Source: an optimization exercise on an open RTL-to-GDS flow (aim: small area). Production flows keep margins and buffers that such runs may drop. RTL that was checked went through simulation tests only; none was proved equivalent to the original. The clock port is modelled as an ideal driver; clocking choices that lean on that would not hold on a real chip.

## fir_filter
module fir_filter(
    input              clk,
    input              n_rst,
    input  signed [7:0] din,
    output reg signed [7:0] dout
);
reg [7:0] d0;
reg [7:0] d1;
reg [7:0] d2;
reg [7:0] d3;
reg [7:0] d4;
reg [7:0] d5;
reg [7:0] d6;
reg [7:0] d7;
reg [7:0] d8;
reg [7:0] d9;
reg [7:0] d10;
reg [7:0] d11;
reg [7:0] d12;
reg [7:0] d13;
reg [7:0] d14;
always @(posedge clk or negedge n_rst) begin
    if (!n_rst) begin
        d0 <= 8'd0;
        d1 <= 8'd0;
        d2 <= 8'd0;
        d3 <= 8'd0;
        d4 <= 8'd0;
        d5 <= 8'd0;
        d6 <= 8'd0;
        d7 <= 8'd0;
        d8 <= 8'd0;
        d9 <= 8'd0;
        d10 <= 8'd0;
        d11 <= 8'd0;
        d12 <= 8'd0;
        d13 <= 8'd0;
        d14 <= 8'd0;
    end else begin
        d0 <= din;
        d1 <= d0;
        d2 <= d1;
        d3 <= d2;
        d4 <= d3;
        d5 <= d4;
        d6 <= d5;
        d7 <= d6;
        d8 <= d7;
        d9 <= d8;
        d10 <= d9;
        d11 <= d10;
        d12 <= d11;
        d13 <= d12;
        d14 <= d13;
    end
end
wire s1;
wire c2;
assign s1 = d2[0] ^ d14[0];
assign c2 = d2[0] & d14[0];
wire s3;
wire c4;
assign s3 = d2[1] ^ d14[1] ^ c2;
  ...
Settings: LEC_CHECK=0, ABC_AREA=1, CAP_MARGIN=20, CORE_MARGIN=2, CORE_UTILIZATION=40, SLEW_MARGIN=20; clock period 6.0 ns.
run.sh (not shown) runs the stock make flow with config.mk's settings and CLKGATE_MAP_FILE= SYNTH_SCRIPT=/design/flow/synth_recipe.tcl, a recipe that flattens the netlist after the stock synthesis.
The starting point completed and failed the layout checks on setup timing.
Then changed:
Settings changed: CORE_UTILIZATION 40 to 60, CTS_BUF_LIST from default to sky130_fd_sc_hd__clkbuf_2 sky130_fd_sc_hd__clkbuf_4.
Result:
- The new run finished but failed the layout checks on setup timing
- flip-flop and latch count is unchanged
- clock-buffer cell count does not change
- register-to-register slack loses 80 ps
- wire length came out lower by 1.4%
- critical path depth is unchanged
Function was not checked in any run of this note: the RTL went through the layout flow alone.

job 7825:
fir_filter, a different RTL version from the one above (not shown whole).
For scale: about 350 cells after synthesis, about 18 I/O pins, ~6700 um^2 of cells after synthesis.
clock: 6.0 ns
lec_check: 0
cap_margin: 0
core_margin: 2
core_utilization: 80
slew_margin: 0
standard.sh (not shown) runs the stock make flow with config.mk's settings and CLKGATE_MAP_FILE= SYNTH_SCRIPT=/design/flow/synth_recipe.tcl, a recipe that flattens the netlist after the stock synthesis.
==> flow/flow/run.sh <==
#!/bin/bash
# Own layout flow: the standard synthesis (unchanged) fixes the registers;
# its combinational logic is then replaced by the equivalent hand-built
# full-adder netlist from gen4.py, and the standard ORFS flow lays it out.
set -uo pipefail
HERE=$(pwd)
RES=$HERE/orfs/results/$FLOW_PLATFORM/fir_filter/base
bash standard.sh synth > synth_std.log 2>&1 || { echo "standard synthesis failed"; exit 1; }
cp $RES/1_2_yosys.v std_synth.v
python3 flow/gen4.py flow/spec.json gen_rtl.v own_net.v > gen.log 2>&1
if python3 flow/inject.py std_synth.v own_net.v injected.v > inject.log 2>&1; then
  cp injected.v $RES/1_2_yosys.v
  rm -f $RES/1_synth.odb $RES/1_synth.sdc
  bash standard.sh synth > synth_odb.log 2>&1 || { echo "odb from injected netlist failed"; exit 1; }
else
  echo "register mismatch, keeping the standard netlist" | tee -a inject.log
fi
# clock tree: no dummy balancing loads, small clock buffers
export CTS_ARGS="-sink_clustering_enable -repair_clock_nets -dont_use_dummy_load -root_buf sky130_fd_sc_hd__clkbuf_8 -buf_list sky130_fd_sc_hd__clkbuf_4"
# port buffers: the smallest buffer cell
export BUFFER_PORTS_ARGS="-buffer_cell sky130_fd_sc_hd__buf_1"
export POST_CTS_TCL=$HERE/flow/post_cts.tcl
bash standard.sh > layout.log 2>&1
Other scripts of this flow, unchanged in this note and not shown: flow/flow/gen4.py, flow/flow/inject.py, flow/flow/post_cts.tcl, flow/flow/spec.json
Looking at the reports, job 7825 completed the entire flow and the layout it produced met the timing, design-rule and antenna checks.
The following lists how job 9736 was set up differently from job 7825:
- SLEW_MARGIN: 0 -> 20
- CORE_UTILIZATION: 80 -> 70
- CAP_MARGIN: 0 -> 20
==> summary.txt <==
Job 9736 has completed all stages; timing, DRC and antenna checks passed. Job 7825 -> job 9736: via count of the first global-routing pass decreased by a little under 10%. | non-clock buffer count | job 9736 vs job 7825 | about 4% lower |. Going from job 7825 to job 9736, the fmax was found to have gone up by 1.4%. The higher signed area change from the synthesized netlist to the final layout of job 9736 and job 7825 is in job 9736. Setup WNS job 7825 -> job 9736: better. Compared with job 7825, in job 9736 initial antenna violation count ~0 delta; largest net degree at the start of global routing -1.
--- input diff job 9736..job 8718 ---
- changing CAP_MARGIN from 20 to 0
- changing SLEW_MARGIN from 20 to 0
[summary]
- For worst setup slack, job 8718 and job 9736 come out practically identical.
- Job 9736 → job 8718: slew at the pin closest to its max-slew limit closely matched the old numbers.
Inputs modified between job 8718 and job 7956:
- changing SLEW_MARGIN from 0 to 20
- setting GPL_TIMING_DRIVEN to 0 for the first time
- changing CAP_MARGIN from 0 to 20
Job 7956 reached the final stage; the timing, design-rule and antenna checks on its layout passed.
Job 7956 vs. job 8718: global routing met2 resource utilization went up 0.30 points, non-clock buffer area fraction after layout went up 0.46 points, count of buffering cells on the critical path with inverters included went up 1, global-route wire length before repair went down 1.4%.
Job 7956 ended up with a higher worst reg-to-reg path cell count than job 8718 did.
Delta (job 7956 minus job 8718): placement-stage cell area now sits higher; final cycle utilization of the critical path now sits higher; post-CTS clock slew at the launch and capture registers of the worst setup and hold paths now sits at about the same level; detailed-route vias per instance now sits higher.
Looking at final cell count without fillers, job 7956 sits 0.38% below job 8718.

fir_filter, a different RTL version from the one above (not shown whole).
Size: roughly 18 I/O pins, about 6900 um^2 of cells after synthesis.
## fir_filter
module fir_filter(
    input              clk,
    input              n_rst,
    input  signed [7:0] din,
    output reg signed [7:0] dout
);
export LEC_CHECK = 0
export CAP_MARGIN = 20
export CORE_MARGIN = 2
export CORE_UTILIZATION = 70
export SLEW_MARGIN = 20
create_clock -name core_clock -period 6.0 [get_ports {clk}]
==> flow/flow/run.sh <==
#!/bin/bash
# Own layout flow: the standard synthesis (unchanged) fixes the registers;
# its combinational logic is then replaced by the equivalent hand-built
# full-adder netlist from gen4.py, and the standard ORFS flow lays it out.
set -uo pipefail
HERE=$(pwd)
RES=$HERE/orfs/results/$FLOW_PLATFORM/fir_filter/base
bash standard.sh synth > synth_std.log 2>&1 || { echo "standard synthesis failed"; exit 1; }
cp $RES/1_2_yosys.v std_synth.v
python3 flow/gen4.py flow/spec.json gen_rtl.v own_net.v > gen.log 2>&1
if python3 flow/inject.py std_synth.v own_net.v injected.v > inject.log 2>&1; then
  cp injected.v $RES/1_2_yosys.v
  rm -f $RES/1_synth.odb $RES/1_synth.sdc
  bash standard.sh synth > synth_odb.log 2>&1 || { echo "odb from injected netlist failed"; exit 1; }
else
  echo "register mismatch, keeping the standard netlist" | tee -a inject.log
fi
# clock tree: no dummy balancing loads, small clock buffers
export CTS_ARGS="-sink_clustering_enable -repair_clock_nets -dont_use_dummy_load -root_buf sky130_fd_sc_hd__clkbuf_8 -buf_list sky130_fd_sc_hd__clkbuf_4"
bash standard.sh > layout.log 2>&1
Other scripts of this flow, unchanged in this note and not shown: flow/flow/gen4.py, flow/flow/inject.py, flow/flow/spec.json
The baseline finished clean.
Then changed:
--- a/flow/flow/run.sh
+++ b/flow/flow/run.sh
@@ -19 +19 @@
-export CTS_ARGS="-sink_clustering_enable -repair_clock_nets -dont_use_dummy_load -root_buf sky130_fd_sc_hd__clkbuf_8 -buf_list sky130_fd_sc_hd__clkbuf_4"
+export CTS_ARGS="-sink_clustering_enable -repair_clock_nets -dont_use_dummy_load -buf_list sky130_fd_sc_hd__clkbuf_8"
Effect: Global-route usage climbs by 0.26 points. Worst hold slack is about the same. Design area rose by 1.4%. Clock skew came out lower by 0.014 ns.
Function was not checked in any run of this note: the RTL went through the layout flow alone.

fir_filter, a different RTL version from the one above (not shown whole).
Size: about 380 cells after synthesis, roughly 7200 sq um of cells after synthesis.
## fir_filter
module fir_filter(
    input              clk,
    input              n_rst,
    input  signed [7:0] din,
    output reg signed [7:0] dout
);
Settings: LEC_CHECK=0, CAP_MARGIN=20, CORE_MARGIN=2, CORE_UTILIZATION=60, CTS_BUF_LIST=sky130_fd_sc_hd__clkbuf_2 sky130_fd_sc_hd__clkbuf_4 sky130_fd_sc_hd__clkbuf_8, SLEW_MARGIN=20; clock period 6.0 ns.
==> flow/flow/run.sh <==
#!/bin/bash
# Own layout flow: the standard synthesis (unchanged) fixes the registers;
# its combinational logic is then replaced by the equivalent hand-built
# full-adder netlist from gen4.py, and the standard ORFS flow lays it out.
set -uo pipefail
HERE=$(pwd)
RES=$HERE/orfs/results/$FLOW_PLATFORM/fir_filter/base
bash standard.sh synth > synth_std.log 2>&1 || { echo "standard synthesis failed"; exit 1; }
cp $RES/1_2_yosys.v std_synth.v
python3 flow/gen4.py flow/spec.json gen_rtl.v own_net.v > gen.log 2>&1
if python3 flow/inject.py std_synth.v own_net.v injected.v > inject.log 2>&1; then
  cp injected.v $RES/1_2_yosys.v
  rm -f $RES/1_synth.odb $RES/1_synth.sdc
  bash standard.sh synth > synth_odb.log 2>&1 || { echo "odb from injected netlist failed"; exit 1; }
else
  echo "register mismatch, keeping the standard netlist" | tee -a inject.log
fi
bash standard.sh > layout.log 2>&1
Other scripts of this flow, unchanged in this note and not shown: flow/flow/gen4.py, flow/flow/inject.py, flow/flow/spec.json
The starting point finished clean.
Then changed:
- CTS_BUF_LIST: sky130_fd_sc_hd__clkbuf_2 sky130_fd_sc_hd__clkbuf_4 sky130_fd_sc_hd__clkbuf_8 -> sky130_fd_sc_hd__clkbuf_4 sky130_fd_sc_hd__clkbuf_8
- CTS_CLUSTER_DIAMETER: unset -> 60
- CTS_CLUSTER_SIZE: unset -> 30
The changed run went through all stages and came out clean; core utilization is unchanged; synthesized area does not change; die area does not change; cell area does not change; setup slack does not change; routed wire length stays the same; synthesized cell count is unchanged.

## the reference run
fir_filter, a different RTL version from the one above (not shown whole).
Size in the first run: about 350 cells after synthesis, ~18 I/O pins, roughly 6700 sq um of cells after synthesis.
export LEC_CHECK = 0
export CAP_MARGIN = 20
export CORE_MARGIN = 2
export CORE_UTILIZATION = 70
export SLEW_MARGIN = 20
create_clock -name core_clock -period 6.0 [get_ports {clk}]
==> flow/flow/run.sh <==
#!/bin/bash
# Own layout flow: the standard synthesis (unchanged) fixes the registers;
# its combinational logic is then replaced by the equivalent hand-built
# full-adder netlist from gen4.py, and the standard ORFS flow lays it out.
set -uo pipefail
HERE=$(pwd)
RES=$HERE/orfs/results/$FLOW_PLATFORM/fir_filter/base
bash standard.sh synth > synth_std.log 2>&1 || { echo "standard synthesis failed"; exit 1; }
cp $RES/1_2_yosys.v std_synth.v
python3 flow/gen4.py flow/spec.json gen_rtl.v own_net.v > gen.log 2>&1
if python3 flow/inject.py std_synth.v own_net.v injected.v > inject.log 2>&1; then
  cp injected.v $RES/1_2_yosys.v
  rm -f $RES/1_synth.odb $RES/1_synth.sdc
  bash standard.sh synth > synth_odb.log 2>&1 || { echo "odb from injected netlist failed"; exit 1; }
else
  echo "register mismatch, keeping the standard netlist" | tee -a inject.log
fi
# clock tree: no dummy balancing loads, small clock buffers
export CTS_ARGS="-sink_clustering_enable -repair_clock_nets -dont_use_dummy_load -root_buf sky130_fd_sc_hd__clkbuf_8 -buf_list sky130_fd_sc_hd__clkbuf_4"
export POST_CTS_TCL=$HERE/flow/post_cts.tcl
bash standard.sh > layout.log 2>&1
==> flow/flow/post_cts.tcl <==
# After CTS: clock buffers (clkbuf_4) that drive many flip-flops are
# upsized to clkbuf_8 so that every flip-flop clock pin keeps a clean slew.
set upsized 0
foreach inst [get_cells -filter "ref_name == sky130_fd_sc_hd__clkbuf_4"] {
  set out [get_pins -of_objects $inst -filter "direction == output"]
  set net [get_nets -of_objects $out]
  if { $net == "" } { continue }
  set sinks [llength [get_pins -of_objects $net -filter "direction == input"]]
  if { $sinks >= 11 } {
    replace_cell $inst sky130_fd_sc_hd__clkbuf_8
    incr upsized
  }
}
puts "post_cts: upsized $upsized clock buffers"
if { $upsized > 0 } {
  detailed_placement
  check_placement -verbose
  estimate_parasitics -placement
}
Other scripts of this flow, unchanged in this note and not shown: flow/flow/gen4.py, flow/flow/inject.py, flow/flow/spec.json
Input changes introduced in the trial run (baseline for comparison: the reference run):
--- a/flow/flow/run.sh
+++ b/flow/flow/run.sh
@@ -19,0 +20,2 @@
+# port buffers: the smallest buffer cell
+export BUFFER_PORTS_ARGS="-buffer_cell sky130_fd_sc_hd__buf_1"
--- a/flow/flow/post_cts.tcl
+++ b/flow/flow/post_cts.tcl
@@ -9 +9 @@
-  if { $sinks >= 11 } {
+  if { $sinks >= 10 } {
--- outcome ---
When the trial run is set beside the reference run, its minimum hold slack turns out to be 0.025 ns smaller. The trial run -> the reference run: total negative slack for setup checks delta 0, exact match. The lower count of plain and timing-repair buffers in the layout of the reference run and the trial run is in the reference run. Changes observed in the trial run relative to the reference run: period utilization moved down, sequential share of layout area rose 0.50 points, portion of the layout cell area used by clock cells moved up, final non-filler cell area shrank by 75 sq um. Cell area after synthesis: the trial run vs the reference run identical.

red:
fir_filter again, from the RTL that the note above started with.
// fir_filter
module fir_filter(
    input              clk,
    input              n_rst,
    input  signed [7:0] din,
    output reg signed [7:0] dout
);
Settings: LEC_CHECK=0, CAP_MARGIN=20, CORE_MARGIN=2, CORE_UTILIZATION=70, SLEW_MARGIN=20; clock period 6.0 ns.
==> flow/flow/run.sh <==
#!/bin/bash
# Own layout flow: the standard synthesis (unchanged) fixes the registers;
# its combinational logic is then replaced by the equivalent hand-built
# full-adder netlist from gen4.py, and the standard ORFS flow lays it out.
set -uo pipefail
HERE=$(pwd)
RES=$HERE/orfs/results/$FLOW_PLATFORM/fir_filter/base
bash standard.sh synth > synth_std.log 2>&1 || { echo "standard synthesis failed"; exit 1; }
cp $RES/1_2_yosys.v std_synth.v
python3 flow/gen4.py flow/spec.json gen_rtl.v own_net.v > gen.log 2>&1
if python3 flow/inject.py std_synth.v own_net.v injected.v > inject.log 2>&1; then
  cp injected.v $RES/1_2_yosys.v
  rm -f $RES/1_synth.odb $RES/1_synth.sdc
  bash standard.sh synth > synth_odb.log 2>&1 || { echo "odb from injected netlist failed"; exit 1; }
else
  echo "register mismatch, keeping the standard netlist" | tee -a inject.log
fi
# clock tree: no dummy balancing loads, small clock buffers
export CTS_ARGS="-sink_clustering_enable -repair_clock_nets -dont_use_dummy_load -root_buf sky130_fd_sc_hd__clkbuf_8 -buf_list sky130_fd_sc_hd__clkbuf_4"
export POST_CTS_TCL=$HERE/flow/post_cts.tcl
bash standard.sh > layout.log 2>&1
==> flow/flow/post_cts.tcl <==
# After CTS: clock buffers (clkbuf_4) that drive many flip-flops are
# upsized to clkbuf_8 so that every flip-flop clock pin keeps a clean slew.
set upsized 0
foreach inst [get_cells -filter "ref_name == sky130_fd_sc_hd__clkbuf_4"] {
  set out [get_pins -of_objects $inst -filter "direction == output"]
  set net [get_nets -of_objects $out]
  if { $net == "" } { continue }
  set sinks [llength [get_pins -of_objects $net -filter "direction == input"]]
  if { $sinks >= 10 } {
    replace_cell $inst sky130_fd_sc_hd__clkbuf_8
    incr upsized
  }
}
puts "post_cts: upsized $upsized clock buffers"
if { $upsized > 0 } {
  detailed_placement
  check_placement -verbose
  estimate_parasitics -placement
}
Other scripts of this flow, unchanged in this note and not shown: flow/flow/gen4.py, flow/flow/inject.py, flow/flow/spec.json
red finished every stage and its layout cleared the timing, design-rule and antenna checks.
#### Input delta (blue over red)
-- flow/flow/run.sh --
<<< red, line 20
>>> blue, line 20
# port buffers: the smallest buffer cell
export BUFFER_PORTS_ARGS="-buffer_cell sky130_fd_sc_hd__buf_1"
-- flow/flow/post_cts.tcl --
<<< red, line 9
  if { $sinks >= 10 } {
>>> blue, line 9
  if { $sinks >= 11 } {
==> summary.txt <==
- The via count of blue was inferior to that of red.
- The higher shortest period the worst path allows of blue and red is in red.
- Compared blue vs red, and met3 layer wire length in the routed design is up in blue.
- Between blue and red, the met2 track demand over resource in global routing is higher for red.
- In terms of worst-skew pair later-pin latency, red and blue differ only marginally.
- Wire length of the first global-routing pass (blue vs. red) decreases slightly
- From red to blue the numbers moved as follows: largest stage delay on the critical path saw an increase; slew at the pin with the worst max-slew slack saw an increase; post-layout instance area saw a decrease.
- blue finished all stages; the layout is clean.

what the ideal ports hide:
No port has a modelled driver above. Below, the same layouts with a new extraction and two added sets of constraints. Step 1 sets driving cells, clkbuf_16 on the clock port and buf_2 on the other inputs (assumed; they add their load-dependent delay and slew). Step 2 moves the port delays by t, midway between the first and last clock arrival at a register: inputs arrive t later, outputs are due t later. That takes back most of the time a late clock gives input paths. Three values: ideal, step 1, step 2; two values: the first two.
run | shift t [ns] | slack for setup (ns) | pins driven straight from the clock port
the first run of note 1 | 0.457 | -1.922 / -1.922 / -1.922 | 1
the second run of note 1 | 0.548 | -2.001 / -2.001 / -2.001 | 1
job 7825 | 0.427 | 0.087 / 0.087 / 0.087 | 1
job 9736 | 0.439 | 0.167 / 0.167 / 0.167 | 1
job 8718 | 0.439 | 0.167 / 0.167 / 0.167 | 1
job 7956 | 0.424 | 0.145 / 0.145 / 0.145 | 1
the first run of note 3 | 0.420 | 0.193 / 0.193 / 0.193 | 1
the second run of note 3 | 0.448 | 0.194 / 0.194 / 0.194 | 1
the first run of note 4 | 0.469 | 0.995 / 0.995 / 0.995 | 1
the second run of note 4 | 0.469 | 0.995 / 0.995 / 0.995 | 1
the reference run | 0.429 | 0.181 / 0.181 / 0.181 | 1
the trial run | 0.436 | 0.214 / 0.214 / 0.214 | 1
red | 0.434 | 0.180 / 0.180 / 0.180 | 1
blue | 0.433 | 0.209 / 0.209 / 0.209 | 1
